Source: an optimization exercise on an open RTL-to-GDS flow (aim: small area, a short achievable clock period and few clock cycles per item). Production flows keep margins and buffers that such runs may drop.
Where RTL was checked, it was by simulation tests only, not by an equivalence proof against the original.

the reference run:
==> flow/design.v (excerpt) <==
module mod_mul64_module
#(
    parameter A_WIDTH = 64,
    parameter B_WIDTH = 64,
    parameter N_WIDTH = 64
)
(
    input clk,
    input rst,
    input start,
    input [A_WIDTH-1:0] A,
    input [B_WIDTH-1:0] B,
    input [N_WIDTH-1:0] N,
    output [N_WIDTH-1:0] P,
    output done
);
For scale: about 270 flip-flops, about 0.018 mm² of cells after synthesis.
clock: 6.0 ns
lec_check: 0
cap_margin: 20
core_margin: 2
core_utilization: 40
slew_margin: 20
run.sh (not shown) runs the stock make flow with config.mk's settings and CLKGATE_MAP_FILE= SYNTH_SCRIPT=/design/flow/synth_recipe.tcl, a recipe that flattens the netlist after the stock synthesis.
What the trial run does differently from the reference run at the input level:
Settings: putting SETUP_SLACK_MARGIN at 3.0 where nothing was set.
Notes after the runs:
Between the trial run and the reference run, the area of all placed cells without fillers is higher for the trial run.
Against the reference run, the trial run reports a first-pass GRT wire length that is higher.
Least setup slack across all paths after layout is higher on the trial run
No functional check of the RTL was part of any run of this note.

---

## run 1
Another version of the RTL of mod_mul64_module (not shown whole).
For scale: roughly 1600 cells after synthesis, about 280 flip-flops, ~260 I/O pins, roughly 18000 sq um of cells after synthesis.
==> flow/config.mk <==
export PLATFORM = sky130hd
export DESIGN_NAME = mod_mul64_module
export DESIGN_NICKNAME = mod_mul64_module
export VERILOG_FILES = /design/flow/design.v
export SDC_FILE = /design/flow/constraint.sdc
export NUM_CORES = 4
export LEC_CHECK = 0
export CAP_MARGIN = 20
export CORE_MARGIN = 2
export CORE_UTILIZATION = 40
export CTS_BUF_LIST = sky130_fd_sc_hd__clkbuf_4 sky130_fd_sc_hd__clkbuf_8
export SETUP_SLACK_MARGIN = 3.0
export SLEW_MARGIN = 20
export TNS_END_PERCENT = 3
export BUFFER_PORTS_ARGS = -buffer_cell sky130_fd_sc_hd__buf_1
export CTS_ARGS = -sink_clustering_enable -repair_clock_nets -dont_use_dummy_load -sink_clustering_size 14 -sink_clustering_max_diameter 70 -buf_list {sky130_fd_sc_hd__clkbuf_4 sky130_fd_sc_hd__clkbuf_8}
==> flow/constraint.sdc <==
create_clock -name core_clock -period 6.0 [get_ports {clk}]
set_input_delay 1.2000 -clock core_clock [delete_from_list [all_inputs] [get_ports {clk}]]
set_output_delay 1.2000 -clock core_clock [all_outputs]
set_load 0.01 [all_outputs]
standard.sh (not shown) runs the stock make flow with config.mk's settings and CLKGATE_MAP_FILE= SYNTH_SCRIPT=/design/flow/synth_recipe.tcl, a recipe that flattens the netlist after the stock synthesis.
==> flow/flow/run.sh <==
#!/bin/bash
# The standard layout (the standard.sh) with two changes:
#  - plain buf_1 cells as the port buffers instead of clkdlybuf4s50_1;
#  - clock tree synthesis without dummy loads, with sink clusters of at most
#    14 flip-flops within 70 um (the standard flow's arguments otherwise).
# The make output goes to standard.log; ORFS keeps each step's log under
# orfs/logs.
set -e
cat >> config.mk <<'CFG'
export BUFFER_PORTS_ARGS = -buffer_cell sky130_fd_sc_hd__buf_1
export CTS_ARGS = -sink_clustering_enable -repair_clock_nets -dont_use_dummy_load -sink_clustering_size 14 -sink_clustering_max_diameter 70 -buf_list {sky130_fd_sc_hd__clkbuf_4 sky130_fd_sc_hd__clkbuf_8}
CFG
bash standard.sh > standard.log 2>&1
Run 1 ended with every stage complete and zero timing, DRC or antenna violations.
Testbench counts of run 1, summed over its fixed seeds: cycles 14,291, ops 192.
Changes in run 2 relative to run 1:
Settings: removing TNS_END_PERCENT (formerly 3).
==> flow/flow/run.sh <==
#!/bin/bash
# The standard layout (the standard.sh) with two changes:
#  - plain buf_1 cells as the port buffers instead of clkdlybuf4s50_1;
#  - clock tree synthesis without dummy loads (same arguments as the
#    standard flow otherwise).
# The make output goes to standard.log; ORFS keeps each step's log under
# orfs/logs.
set -e
cat >> config.mk <<'CFG'
export BUFFER_PORTS_ARGS = -buffer_cell sky130_fd_sc_hd__buf_1
export CTS_ARGS = -sink_clustering_enable -repair_clock_nets -dont_use_dummy_load -sink_clustering_size 14 -sink_clustering_max_diameter 70 -buf_list {sky130_fd_sc_hd__clkbuf_4 sky130_fd_sc_hd__clkbuf_8}
CFG
bash standard.sh > standard.log 2>&1
Results
Setup slack of the worst register-to-register path: higher on run 1. Of run 2 and run 1, run 2 shows the higher number of antenna violations at the first check in global routing, with run 1 below it. ~same relative area of clock buffers and inverters in the final design in run 2 and run 1. Per the comparison of run 2 with run 1, cell count saw an increase; count of clock-buffer cells in the layout grew by 2; fraction of area in registers now sits lower. Total routing resource utilization after global routing (run 2 over run 1): increase, 0.43 points.
Relative to run 2, the following input files were edited for run 3:
Settings: SETUP_SLACK_MARGIN: 3.0 -> 3.3; TNS_END_PERCENT: unset -> 3.
-- flow/flow/run.sh --
<<< run 2, line 2
# The standard layout (the standard.sh) with two changes:
#  - plain buf_1 cells as the port buffers instead of clkdlybuf4s50_1;
#  - clock tree synthesis without dummy loads (same arguments as the
#    standard flow otherwise).
# The make output goes to standard.log; ORFS keeps each step's log under
# orfs/logs.
>>> run 3, line 2
# The standard layout (the standard.sh) with two changes:
#  - plain buf_1 cells as the port buffers instead of clkdlybuf4s50_1;
#  - clock tree synthesis without dummy loads, with sink clusters of at most
#    14 flip-flops within 70 um (the standard flow's arguments otherwise).
# The make output goes to standard.log; ORFS keeps each step's log under
# orfs/logs.
--- outcome ---
Per the comparison of run 3 with run 2, global-route wire length before repair went up by about 1.1%, shortest period the worst path allows up 0.11 ns, fraction of area in registers went down, HPWL after detailed placement higher. Compared with run 2, placement density in the core of run 3 is higher. The number of global-route vias before repair of run 2 and that of run 3 are within noise of each other. Lower fill cell total of the finished layout was reported by run 2, not run 3.
Modified inputs, run 4 compared to run 3
Settings: swapping 3.3 for 2.7 in SETUP_SLACK_MARGIN.
--- outcome ---
All of run 4 and run 3 finish clean.
Density: run 4 sparser than run 3
S[64] as the timing startpoint of the critical path was reported by run 4, and S[60] by run 3.
Netlist area before placement came out exactly the same in run 4 and run 3.
Minimum clock period up 0.020 ns in run 4 wrt run 3

---

run A:
Another version of the RTL of mod_mul64_module (not shown whole).
Size: about 280 flip-flops, ~260 I/O pins, ~18,000 um^2 of cells after synthesis.
Settings: LEC_CHECK=0, CAP_MARGIN=20, CORE_MARGIN=2, CORE_UTILIZATION=40, CTS_BUF_LIST=sky130_fd_sc_hd__clkbuf_4 sky130_fd_sc_hd__clkbuf_8, SETUP_SLACK_MARGIN=3.0, SLEW_MARGIN=20, TNS_END_PERCENT=30, BUFFER_PORTS_ARGS=-buffer_cell sky130_fd_sc_hd__buf_1, CTS_ARGS=-sink_clustering_enable -repair_clock_nets -dont_use_dummy_load -sink_clustering_size 14 -sink_clustering_max_diameter 70 -buf_list {sky130_fd_sc_hd__clkbuf_4 sky130_fd_sc_hd__clkbuf_8}; clock period 6.0 ns.
==> flow/flow/run.sh <==
#!/bin/bash
# The standard layout (the standard.sh) with two changes:
#  - plain buf_1 cells as the port buffers instead of clkdlybuf4s50_1;
#  - clock tree synthesis without dummy loads (same arguments as the
#    standard flow otherwise).
# The make output goes to standard.log; ORFS keeps each step's log under
# orfs/logs.
set -e
cat >> config.mk <<'CFG'
export BUFFER_PORTS_ARGS = -buffer_cell sky130_fd_sc_hd__buf_1
export CTS_ARGS = -sink_clustering_enable -repair_clock_nets -dont_use_dummy_load -sink_clustering_size 14 -sink_clustering_max_diameter 70 -buf_list {sky130_fd_sc_hd__clkbuf_4 sky130_fd_sc_hd__clkbuf_8}
CFG
bash standard.sh > standard.log 2>&1
Testbench counts of run A, summed over its fixed seeds: cycles 14,291, ops 192.
> inputs changed (run A -> run B)
Settings: TNS_END_PERCENT changed from 30 to 3.
[summary]
- Relative to run A, routed wire length has decreased by 1.5% in run B.
- Total number of cells along the worst setup path was lower in run B than in run A.
The inputs of run C differ from those of run B as listed below.
Settings: swapping 3 for 10 in TNS_END_PERCENT.
==> comparison <==
Run C vs. run B: setup slack stayed essentially flat. Worst hold slack delta (run C -> run B): insignificant. On critical path depth, run B and run C are neck and neck. Routed wire length essentially unchanged between run B and run C. Cell count: run B vs run C, no meaningful difference. Register-to-register slack delta (run B -> run C): insignificant. Diff run B -> run C | overall via count from detail_route | increase of about 0.37%.

---

mod_mul64_module, a different RTL version from the one above (not shown whole).
Size in the first run: about 1600 cells after synthesis, about 270 flip-flops, ~260 I/O pins, about 17000 um^2 of cells after synthesis.
export LEC_CHECK = 0
export CAP_MARGIN = 20
export CORE_MARGIN = 2
export CORE_UTILIZATION = 40
export CTS_BUF_LIST = sky130_fd_sc_hd__clkbuf_4 sky130_fd_sc_hd__clkbuf_8
export SETUP_SLACK_MARGIN = 2.5
export SLEW_MARGIN = 20
export BUFFER_PORTS_ARGS = -buffer_cell sky130_fd_sc_hd__buf_1
create_clock -name core_clock -period 6.0 [get_ports {clk}]
==> flow/flow/run.sh <==
#!/bin/bash
# The standard layout (the standard.sh), with plain buf_1 cells as the
# port buffers instead of the default clkdlybuf4s50_1. The make output goes
# to standard.log; ORFS keeps each step's log under orfs/logs.
set -e
echo 'export BUFFER_PORTS_ARGS = -buffer_cell sky130_fd_sc_hd__buf_1' >> config.mk
bash standard.sh > standard.log 2>&1
The baseline finished with timing, DRC and antenna clean.
Testbench counts at the start, summed over its fixed seeds: cycles 14,291, ops 192.
Rerun with:
- CTS_BUF_LIST: sky130_fd_sc_hd__clkbuf_4 sky130_fd_sc_hd__clkbuf_8 -> default
- SETUP_SLACK_MARGIN: 2.5 -> 3.0
Effect: The changed run completed with no timing, DRC or antenna violations. Non-clock buffer count climbs by 48. Routed wire length is higher by a few percent. Core utilization went up by 1.8 points. Global-route usage grows by 0.25 points. Worst hold slack barely changes. Clock-buffer cell count shrinks by 51. Final cell count rises slightly. Final area goes up by a few percent. Die area stays the same.
Rerun with:
- CTS_BUF_LIST: default -> sky130_fd_sc_hd__clkbuf_4 sky130_fd_sc_hd__clkbuf_8
- PLACE_DENSITY: default -> 0.72
The new run completed without violations.
Via count goes up by about 2.2%.
Hold slack gains 0.0034 ns.
Routed wire length goes down by about 1.6%.
Worst setup slack loses 0.019 ns.
Rerun with:
==> flow/flow/run.sh (replaced) <==
#!/bin/bash
# The standard layout (the standard.sh) with two changes:
#  - plain buf_1 cells as the port buffers instead of clkdlybuf4s50_1;
#  - clock tree synthesis without dummy loads (same arguments as the
#    standard flow otherwise).
# The make output goes to standard.log; ORFS keeps each step's log under
# orfs/logs.
set -e
cat >> config.mk <<'CFG'
export BUFFER_PORTS_ARGS = -buffer_cell sky130_fd_sc_hd__buf_1
export CTS_ARGS = -sink_clustering_enable -repair_clock_nets -dont_use_dummy_load -buf_list {sky130_fd_sc_hd__clkbuf_4 sky130_fd_sc_hd__clkbuf_8}
CFG
bash standard.sh > standard.log 2>&1
- CTS_ARGS: default -> -sink_clustering_enable -repair_clock_nets -dont_use_dummy_load -buf_list {sky130_fd_sc_hd__clkbuf_4 sky130_fd_sc_hd__clkbuf_8}
- PLACE_DENSITY: 0.72 -> default
=> Clock skew came out higher by 0.049 ns. Utilization is higher by 0.61 points. First-iteration DRC count is lower by 13%. Clock-buffer cell count is lower by 32. Register-to-register slack hardly moves. Global-route usage went up by 0.44 points. Wire length is higher by 2.4%. Maximum frequency falls by 0.41%.

---

Setup of alpha:
Another version of the RTL of mod_mul64_module (not shown whole).
Size in the first run: about 1,700 cells after synthesis, roughly 280 flip-flops, about 260 I/O pins, ~17,000 um2 of cells after synthesis.
## mod_mul64_module
module mod_mul64_module
#(
    parameter A_WIDTH = 64,
    parameter B_WIDTH = 64,
    parameter N_WIDTH = 64
)
(
    input clk,
    input rst,
    input start,
    input [A_WIDTH-1:0] A,
    input [B_WIDTH-1:0] B,
    input [N_WIDTH-1:0] N,
    output [N_WIDTH-1:0] P,
    output done
);
Settings: LEC_CHECK=0, CAP_MARGIN=20, CORE_MARGIN=2, CORE_UTILIZATION=40, CTS_BUF_LIST=sky130_fd_sc_hd__clkbuf_4 sky130_fd_sc_hd__clkbuf_8, SETUP_SLACK_MARGIN=3.6, SLEW_MARGIN=20, BUFFER_PORTS_ARGS=-buffer_cell sky130_fd_sc_hd__buf_1; clock period 6.0 ns.
==> flow/flow/run.sh <==
#!/bin/bash
# The standard layout (the standard.sh), with plain buf_1 cells as the
# port buffers instead of the default clkdlybuf4s50_1. The make output goes
# to standard.log; ORFS keeps each step's log under orfs/logs.
set -e
echo 'export BUFFER_PORTS_ARGS = -buffer_cell sky130_fd_sc_hd__buf_1' >> config.mk
bash standard.sh > standard.log 2>&1
diff inputs: alpha => beta
- swapping 3.6 for 3.0 in SETUP_SLACK_MARGIN
- putting CTS_ARGS at -sink_clustering_enable -repair_clock_nets -dont_use_dummy_load -sink_clustering_size 14 -sink_clustering_max_diameter 70 -buf_list {sky130_fd_sc_hd__clkbuf_4 sky130_fd_sc_hd__clkbuf_8} where nothing was set
==> flow/flow/run.sh <==
#!/bin/bash
# The standard layout (the standard.sh) with two changes:
#  - plain buf_1 cells as the port buffers instead of clkdlybuf4s50_1;
#  - clock tree synthesis without dummy loads (same arguments as the
#    standard flow otherwise).
# The make output goes to standard.log; ORFS keeps each step's log under
# orfs/logs.
set -e
cat >> config.mk <<'CFG'
export BUFFER_PORTS_ARGS = -buffer_cell sky130_fd_sc_hd__buf_1
export CTS_ARGS = -sink_clustering_enable -repair_clock_nets -dont_use_dummy_load -sink_clustering_size 14 -sink_clustering_max_diameter 70 -buf_list {sky130_fd_sc_hd__clkbuf_4 sky130_fd_sc_hd__clkbuf_8}
CFG
bash standard.sh > standard.log 2>&1
Findings:
- Between alpha and beta, the flow reports multi-input logic cell count decreasing slightly.
- Sequential share of layout area (higher): beta
- On non-clock buffer count: between beta and alpha, it ends up lower for beta.
- Between alpha and beta, the flip-flop and latch count does not differ in any meaningful way.
- NOTE number of clock buffers in the layout alpha->beta decreased by more than half
- beta vs alpha, highest metal layer with signal wires: met4 vs met5
- Compared with alpha, in beta clock network area share went down; smallest setup slack after layout went down.
- After synthesis and placement, the instance count of beta is below that of alpha.
## Diff of input files: gamma against beta
- removing CTS_ARGS (formerly -sink_clustering_enable -repair_clock_nets -dont_use_dummy_load -sink_clustering_size 14 -sink_clustering_max_diameter 70 -buf_list {sky130_fd_sc_hd__clkbuf_4 sky130_fd_sc_hd__clkbuf_8})
==> flow/flow/run.sh <==
#!/bin/bash
# The standard layout (the standard.sh), with plain buf_1 cells as the
# port buffers instead of the default clkdlybuf4s50_1. The make output goes
# to standard.log; ORFS keeps each step's log under orfs/logs.
set -e
echo 'export BUFFER_PORTS_ARGS = -buffer_cell sky130_fd_sc_hd__buf_1' >> config.mk
bash standard.sh > standard.log 2>&1
Results
In gamma relative to beta, combined area of the multi-input logic cells had gone up slightly.
In the reports for gamma and beta, the larger number of cells upsized or downsized after cts belongs to beta.
From beta to gamma the numbers moved as follows: global-route wire length before repair has increased, synthesized cell count was more or less identical.
Sequential share of layout area, gamma and beta, higher one = beta.
Average routed wire per standard cell: gamma < beta
No run of this note included a check of the RTL's function; only the layout flow was run.

---

## trial 37
mod_mul64_module, a different RTL version from the one above (not shown whole).
Size: about 18000 sq um of cells after synthesis.
clock: 6.0 ns
lec_check: 0
cap_margin: 20
core_margin: 2
core_utilization: 40
slew_margin: 20
run.sh (not shown) runs the stock make flow with config.mk's settings and CLKGATE_MAP_FILE= SYNTH_SCRIPT=/design/flow/synth_recipe.tcl, a recipe that flattens the netlist after the stock synthesis.
Stock flow here: none of the scripts above is used.
Trial 37 went all the way through synthesis, placement and routing and the layout is clean on timing, DRC and antenna.
Testbench counts of trial 37, summed over its fixed seeds: cycles 14,248, ops 192.
Inputs modified between trial 37 and build 73:
Settings: SETUP_SLACK_MARGIN now 1.5, previously not set; CORE_UTILIZATION now 65, was 40.
Findings:
Build 73 against trial 37: wire length went down, final-layout clock buffer total went down, total of buffers placed on input and output ports did not really move.
Build 73 vs trial 37, highest-delay cell along the critical path: dfstp_4 vs dfrtp_1
Compared to trial 37, build 73 has ratio of routed vias to standard cells about 16% higher.
Build 73 against trial 37: via count now sits higher, tap cell count now sits lower, chip height now sits lower.

-- static timing again, ports no longer ideal --
No port has a modelled driver above. Below, the same layouts with a new extraction and two added sets of constraints.
Step 1, drivers: a clkbuf_16 drives clk and a buf_2 each remaining input, both assumed.
Step 2 moves the port delays by t, midway between the first and last clock arrival at a register: inputs arrive t later, outputs are due t later. That takes back most of the time a late clock gives input paths.
Three values: ideal, step 1, step 2; two values: the first two.
run | shift t [ns] | setup WS [ns] | latest minus earliest clock arrival (ns) | cell pins on the clock port's net
the reference run | 0.588 | 1.673 / 1.621 / 2.209 | 0.039 / 0.038 | 1
the trial run | 0.573 | 2.462 / 2.410 / 2.706 | 0.023 / 0.023 | 1
run 1 | 0.642 | 2.770 / 2.770 / 2.770 | 0.046 / 0.046 | 1
run 2 | 0.650 | 2.745 / 2.745 / 2.745 | 0.059 / 0.060 | 1
run 3 | 0.633 | 2.637 / 2.637 / 2.637 | 0.071 / 0.071 | 1
run 4 | 0.639 | 2.617 / 2.617 / 2.617 | 0.045 / 0.044 | 1
run A | 0.636 | 2.866 / 2.852 / 2.866 | 0.082 / 0.082 | 1
run B | 0.639 | 2.838 / 2.820 / 2.838 | 0.091 / 0.091 | 1
run C | 0.639 | 2.836 / 2.814 / 2.836 | 0.094 / 0.093 | 1
the first run of note 4 | 0.674 | 2.540 / 2.540 / 2.540 | 0.061 / 0.062 | 1
the second run of note 4 | 0.649 | 2.629 / 2.629 / 2.629 | 0.016 / 0.015 | 1
the third run of note 4 | 0.627 | 2.611 / 2.611 / 2.611 | 0.023 / 0.023 | 1
the fourth run of note 4 | 0.645 | 2.597 / 2.597 / 2.597 | 0.074 / 0.074 | 1
alpha | 0.671 | 2.732 / 2.732 / 2.732 | 0.028 / 0.028 | 1
beta | 0.621 | 2.645 / 2.645 / 2.645 | 0.031 / 0.031 | 1
gamma | 0.646 | 2.707 / 2.707 / 2.707 | 0.032 / 0.032 | 1
trial 37 | 0.625 | 1.622 / 1.622 / 1.446 | 0.018 / 0.017 | 1
build 73 | 0.572 | 1.843 / 1.843 / 1.533 | 0.011 / 0.012 | 1
After both steps every run listed still meets setup and hold. For build 73, which loses most, drivers alone change the setup slack by 0.000 ns; drivers and shift together by -0.310 ns.
